Background: an optimization exercise with open tools, aiming at small area, a short achievable clock period and few clock cycles per item. Do not read the settings as production practice. In this exercise RTL edits were held to simulation tests only and were not proved equivalent to the original.

`flow/design.v`:
```
module md5(
      input clk,
      input reset_n,
      input start,
      input [63:0] password,
      output reg done,
      output [127:0] passwd_hash
      );
reg [6:0] cnt;
reg [31:0] p, b, c, d;
wire idle = (cnt == 7'd67);
wire fin  = cnt[6] & ~idle;
wire [1:0] rnd = cnt[5:4];
wire [1:0] pos = cnt[1:0];
wire [31:0] m0 = {password[39:32], password[47:40], password[55:48], password[63:56]};
wire [31:0] m1 = {password[7:0], password[15:8], password[23:16], password[31:24]};
reg [31:0] tc;
always @(*) begin
  case (cnt)
    7'd0: tc = 32'he8c7b756;
    7'd1: tc = 32'h2420715b;
    7'd2: tc = 32'hc1bdceee;
    7'd3: tc = 32'hf57c0faf;
    7'd4: tc = 32'h4787c62a;
    7'd5: tc = 32'ha8304613;
    7'd6: tc = 32'hfd469501;
    7'd7: tc = 32'h698098d8;
    7'd8: tc = 32'h8b44f7af;
    7'd9: tc = 32'hffff5bb1;
    7'd10: tc = 32'h895cd7be;
    7'd11: tc = 32'h6b901122;
    7'd12: tc = 32'hfd987193;
    7'd13: tc = 32'ha67943ce;
    7'd14: tc = 32'h49b40821;
    7'd15: tc = 32'hf61e2562;
    7'd16: tc = 32'hc040b340;
    7'd17: tc = 32'h265e5a51;
    7'd18: tc = 32'he9b6c7aa;
    7'd19: tc = 32'hd62f105d;
    7'd20: tc = 32'h02441453;
    7'd21: tc = 32'hd8a1e681;
    7'd22: tc = 32'he7d3fbc8;
    7'd23: tc = 32'h21e1cde6;
    7'd24: tc = 32'hc3370816;
    7'd25: tc = 32'hf4d50d87;
    7'd26: tc = 32'h455a14ed;
    7'd27: tc = 32'ha9e3e905;
    7'd28: tc = 32'hfcefa478;
    7'd29: tc = 32'h676f02d9;
    7'd30: tc = 32'h8d2a4c8a;
    7'd31: tc = 32'hfffa3942;
    7'd32: tc = 32'h8771f681;
    7'd33: tc = 32'h6d9d6122;
    7'd34: tc = 32'hfde5384c;
    7'd35: tc = 32'ha4beea44;
    7'd36: tc = 32'h4bdecfa9;
    7'd37: tc = 32'hf6bb4b60;
    7'd38: tc = 32'hbebfbc70;
    7'd39: tc = 32'h289b7ec6;
    7'd40: tc = 32'heaa127fa;
    7'd41: tc = 32'hd4ef3085;
    7'd42: tc = 32'h04881d05;
    7'd43: tc = 32'hd9d4d039;
    7'd44: tc = 32'he6db99e5;
    7'd45: tc = 32'h1fa27cf8;
    7'd46: tc = 32'hc4ac56e5;
    7'd47: tc = 32'hf4292244;
    7'd48: tc = 32'h432aff97;
    7'd49: tc = 32'hab9423e7;
    7'd50: tc = 32'hfc93a039;
    7'd51: tc = 32'h655b59c3;
    7'd52: tc = 32'h8f0ccc92;
    7'd53: tc = 32'hffeff47d;
    7'd54: tc = 32'h85845dd1;
    7'd55: tc = 32'h6fa87e4f;
    7'd56: tc = 32'hfe2ce6e0;
    7'd57: tc = 32'ha3014314;
    7'd58: tc = 32'h4e0811a1;
    7'd59: tc = 32'hf7537e82;
    7'd60: tc = 32'hbd3af235;
    7'd61: tc = 32'h2ad7d33b;
    7'd62: tc = 32'heb86d391;
    7'd63: tc = 32'h67452301;
    7'd64: tc = 32'h10325476;
    7'd65: tc = 32'h98badcfe;
    7'd66: tc = 32'hefcdab89;
    7'd67: tc = 32'h3eafc779;
    default: tc = 32'h00000000;
  endcase
end
wire s0 = (cnt == 7'd18) | (cnt == 7'd40) | (cnt == 7'd47) | (cnt == 7'd67);
wire s1 = (cnt == 7'd0) | (cnt == 7'd15) | (cnt == 7'd35) | (cnt == 7'd54);
wire [31:0] msg = ({32{s0}} & m0) | ({32{s1}} & m1);
wire [31:0] dop = idle ? 32'd0 : d;
wire [31:0] p_next = dop + tc + msg;
reg [31:0] x1, x0;
always @(*) begin
  if (fin) begin x1 = 32'd0; x0 = 32'd0; end
  else case (rnd)
    2'd0: begin x1 = c;         x0 = d;          end
    2'd1: begin x1 = c | d;     x0 = c & ~d;     end
    2'd2: begin x1 = ~(c ^ d);  x0 = c ^ d;      end
    default: begin x1 = ~c;     x0 = ~(c ^ d);   end
  endcase
end
wire [31:0] f = (b & x1) | (~b & x0);
wire [31:0] t = p + f;
reg [1:0] xr;
always @(*) begin
  case ({pos, rnd})
    4'd0: xr = 2'd3;
    4'd1: xr = 2'd1;
    4'd2: xr = 2'd0;
    4'd3: xr = 2'd2;
    4'd4: xr = 2'd3;
    4'd5: xr = 2'd0;
    4'd6: xr = 2'd2;
    4'd7: xr = 2'd1;
    4'd8: xr = 2'd3;
    4'd9: xr = 2'd0;
    4'd10: xr = 2'd2;
    4'd11: xr = 2'd1;
    4'd12: xr = 2'd2;
    4'd13: xr = 2'd0;
    4'd14: xr = 2'd3;
    4'd15: xr = 2'd1;
  endcase
end
reg [31:0] t1, rot;
always @(*) begin
  case (xr)
    2'd0: t1 = t;
    2'd1: t1 = {t[30:0], t[31]};
    2'd2: t1 = {t[29:0], t[31:30]};
    default: t1 = {t[28:0], t[31:29]};
  endcase
  case (pos)
    2'd0: rot = {t1[27:0], t1[31:28]};
    2'd1: rot = {t1[22:0], t1[31:23]};
    2'd2: rot = {t1[17:0], t1[31:18]};
    default: rot = {t1[11:0], t1[31:12]};
  endcase
end
wire [31:0] bop = fin ? 32'd0 : b;
wire [31:0] sum = bop + rot;
always @(posedge clk) begin
  if (~reset_n) cnt <= 7'd67;
  else if (idle) cnt <= start ? 7'd0 : 7'd67;
  else cnt <= cnt + 7'd1;
end
always @(posedge clk) begin
  if (~reset_n) done <= 1'b0;
  else done <= (cnt == 7'd66);
end
always @(posedge clk) begin
  p <= p_next;
  if (idle) begin
    b <= 32'hefcdab89;
    c <= 32'h98badcfe;
    d <= 32'h10325476;
  end else begin
    b <= sum;
    c <= b;
    d <= c;
  end
end
wire [31:0] ha = {d[6:0], d[31:7]};
wire [31:0] hb = p;
wire [31:0] hc = {b[16:0], b[31:17]};
wire [31:0] hd = {c[11:0], c[31:12]};
function [31:0] bswap;
  input [31:0] x;
  bswap = {x[7:0], x[15:8], x[23:16], x[31:24]};
endfunction
assign passwd_hash = {bswap(ha), bswap(hb), bswap(hc), bswap(hd)};
endmodule
```
`flow/run.sh`:
```
#!/bin/bash
# synth_recipe.tcl (not shown) runs the flow's synth.tcl, then flattens the netlist and writes it again
# the make line also repeats each setting of config.mk as NAME=value (left out here)
make -C /OpenROAD-flow-scripts/flow DESIGN_CONFIG=/design/flow/config.mk WORK_HOME=/design/flow/orfs CLKGATE_MAP_FILE= SYNTH_SCRIPT=/design/flow/synth_recipe.tcl finish
```
`flow/constraint.sdc`:
```
create_clock -name core_clock -period 11.0 [get_ports {clk}]
set_input_delay 2.2000 -clock core_clock [delete_from_list [all_inputs] [get_ports {clk}]]
set_output_delay 2.2000 -clock core_clock [all_outputs]
set_load 0.01 [all_outputs]
```
`flow/config.mk`:
```
export PLATFORM = sky130hd
export DESIGN_NAME = md5
export DESIGN_NICKNAME = md5
export VERILOG_FILES = /design/flow/design.v
export SDC_FILE = /design/flow/constraint.sdc
export NUM_CORES = 4
export LEC_CHECK = 0
export CAP_MARGIN = 20
export CORE_MARGIN = 2
export CORE_UTILIZATION = 40
export SLEW_MARGIN = 20
```
==> impl_metrics.yaml <==
outcome:
  status: "timing/DRC/antenna clean"
drt:
  vias_per_cell: 6.05
  drt-initial-drc-count: 2022
  drtAntennaViolNets: 0
  num_vias: 19100
  dr.pass1.iters: 6
  wire_per_inst_um: 23.7
  wl_um: 74800
  drcViolationCount: 0
cts:
  cts_resized: 0
  worstSkewPairLatency_ns: 0.49
  clock_sinks: 170
  cts_tree: "yes"
  ctsHoldBuffers: 0
  cts_root_buf: "clkbuf_16"
  clockBufferDepth: 2
  htree_levels: 4
  clk_pin_slew_worst_paths_ns: 0.07
  cts_setup_buffers: 0
  cts_made_buffers: 17
logic_synthesis:
  synth-async-reset-ratio: 0
  yosysMostFrequentCell: "nand2_1"
  ys_seq_area_frac: 0.185
  ys.flop_type: "dfxtp_1"
  yosysUniqueCellTypes: 98
  synthTopCellsByCount: "nand2_1, nor2_1, inv_1"
  ys_seq_elements: 170
  synth_area_leaders: "dfxtp_1, ha_1, nand2_1"
  synth_fp_nets: 2744
  ys.warnings.count: 1
  postSynthAreaPerCell_um2: 7.46
  synth-edff-count: 0
  netlist_area_mm2: 0.0184
  synthCells: 2463
  yosysTopAreaCell: "dfxtp_1"
  synth_top_area_frac: 0.185
place:
  place_hpwl_um: 57100
  gp_congestion: 0.965
  port_buffers: 195
global_route:
  overflow: 0
  antenna_found_initial: 0
  grt_start_max_net_pins: 108
  grt_pass1_vias: 18100
  grt_use_total: 0.311
  grt_pass1_wl_um: 112000
die:
  pin_count: 196
  fp.dieW_um: 218
  rows: 78
  core_area_mm2: 0.0454
  dieArea_mm2: 0.0477
  die_h_um: 218
  start_util: 0.405
layout:
  nNetsFinal: 2820
  area_delta_synth_final_pct: 15.3
  diodes: 0
  drive_above_1_share: 0.0584
critical_path:
  cp.arrival_ns: 9.10
  r2r-end: "b[29]"
  worstPathRequired_ns: 11.34
  cpPeakStageDelay_ns: 0.86
  ff2ff_setup_slack_ns: 2.24
  path_class: "reg2reg"
  worstRegToRegCells: 29
  worstReg2RegStart: "cnt[5]"
  end_kind: "register"
  crit_slowest_cell: "dfxtp_4"
  critPathMaxFanout: 107
  start_kind: "register"
timing:
  post-route-period-util: 0.796
  fmax_ghz: 0.114
  finalHoldViolations: 0
  worstMarginPinSlew_ns: 1.03
  setup_viol: 0
  period_needed_ns: 8.76
  fin_tns_setup_ns: 0
  drv_slew: 0
  rsz0062_at_grt: "no"
  slew_headroom: 0.311
  clock_skew_ns: 0.0146
hold_path:
  min_to: "c[18]"
  min_path_type: "reg2reg"
  hold_start: "b[18]"
  holdPathStages: 2
job:
  maxCapViolCount: 0
routing by layer:
| layer | global-route usage | vias up | wire (µm) |
|---|---|---|---|
| li1 | - | 8912 | - |
| met1 | 0.411 | 9195 | 32400 |
| met5 | 0 | - | 0 |
| met2 | 0.498 | 787 | 34200 |
| met3 | 0.0550 | 160 | 5190 |
| met4 | 0.130 | 0 | 2960 |
registers in the layout, indices dropped and copies added (netlist names):
signal	flops
b	32
cnt	7
done	1
c	32
p	32
xr	2
tc	32
d	32
worst max-delay path, delay by kind of cell, from the launching register on:
family | cells | cell delay (ns)
compound gates | 16 | 4.10
xor+xnor | 2 | 0.37
fa+ha+maj | 3 | 1.05
buf+inv | 1 | 0.81
flops | 1 | 0.86
mux | 3 | 0.88
simple gates | 4 | 0.51
cells by family (layout without fill, tap and decap cells):
family,count (synthesis),in the layout,share of synthesized area
xor gates and xnor gates,89,89,0.0424
muxes,66,66,0.0558
and+or+nand+nor,737,737,0.178
adders and majority gates,214,214,0.160
DFF,170,170,0.185
AOI/OAI and AO/OA,816,816,0.298
buffers and inverters,371,460,0.0803
placed cells by master, fill, tap and decap left out, types with 16 or more instances in the layout:
cell and count:
nand2_1 274, nor2_1 229, inv_1 200, clkdlybuf4s50_1 195, a21oi_1 186, ha_1 180
o21ai_0 176, dfxtp_1 168, xnor2_1 53, and2_1 45, a21o_1 44, nor3_1 43
o21a_1 41, a31oi_1 39, nand3_1 37, nand2b_1 36, xor2_1 36, fa_1 34
mux2i_1 33, a221oi_1 33, a211oi_1 32, o211ai_1 31, a22oi_1 31, mux4_2 28
buf_4 28, a2bb2oi_1 20, o22ai_1 17, clkbuf_16 17, o21ai_1 16, o21bai_1 16
area by class of cell:
type | instances | area (µm²)
clock inverters | 14 | 134
clock buffers | 18 | 429
inverters | 205 | 769
flip-flops and latches | 170 | 3410
well taps | 600 | 751
fillers | 4603 | 24200
repair buffers | 223 | 2160
multi-input cells | 1922 | 13500
stage by stage:
step | util | cell area (µm²) | instances | hold WS [ns] | setup slack [ns]
after global placement | 0.455 | 20600 | 3120 | 0.512 | 2.38
after floorplan | - | 18400 | 2463 | 0.500 | 3.77
after CTS | 0.467 | 21200 | 3152 | 0.522 | 2.27
after global routing | 0.467 | 21200 | 3152 | 0.535 | 1.43
after detailed placement | 0.455 | 20600 | 3120 | 0.513 | 2.27
final | 0.467 | 21200 | 3152 | 0.526 | 2.24
worst max path at each step:
stage	start	to	slack, ns	cells past startpoint
finish	cnt[5]	b[29]	2.24	29
global route	cnt[5]	b[29]	1.43	29
CTS	cnt[5]	b[24]	2.27	30
detailed placement	cnt[5]	b[24]	2.27	30
global placement	cnt[5]	b[24]	2.38	30
floorplan	cnt[4]	b[31]	3.77	29
Testbench counts, summed over its fixed seeds: cycles 13,056, hashes 192.

==> separate check: timing with driven ports <==
The flow's constraints put no driver on any port. The routed layout listed below was extracted and timed again, unchanged, in two steps.
Step 1 sets driving cells, clkbuf_16 on the clock port and buf_2 on the other inputs (assumed; they add their load-dependent delay and slew).
Step 2 adds t to the input delays and takes it off the output delays; t is the mean of the earliest and latest rising clock arrival at the registers after step 1. Input paths then give back, and output paths get back, about the clock's delay inside the block.
a / b / c = ideal ports / drivers / drivers and shift; a / b = the first two.
t (ns): 0.536
slack for setup (ns): 2.242 / 2.242 / 2.242
worst hold slack (ns): 0.526 / 0.526 / 0.526
worst register clock-pin slew, ns: 0.08 / 0.08
worst slew at a driven data input, ns: 0.04
After both steps this run still meets setup and hold. The setup slack of this run moves by 0.000 ns with the drivers and by 0.000 ns with both steps.
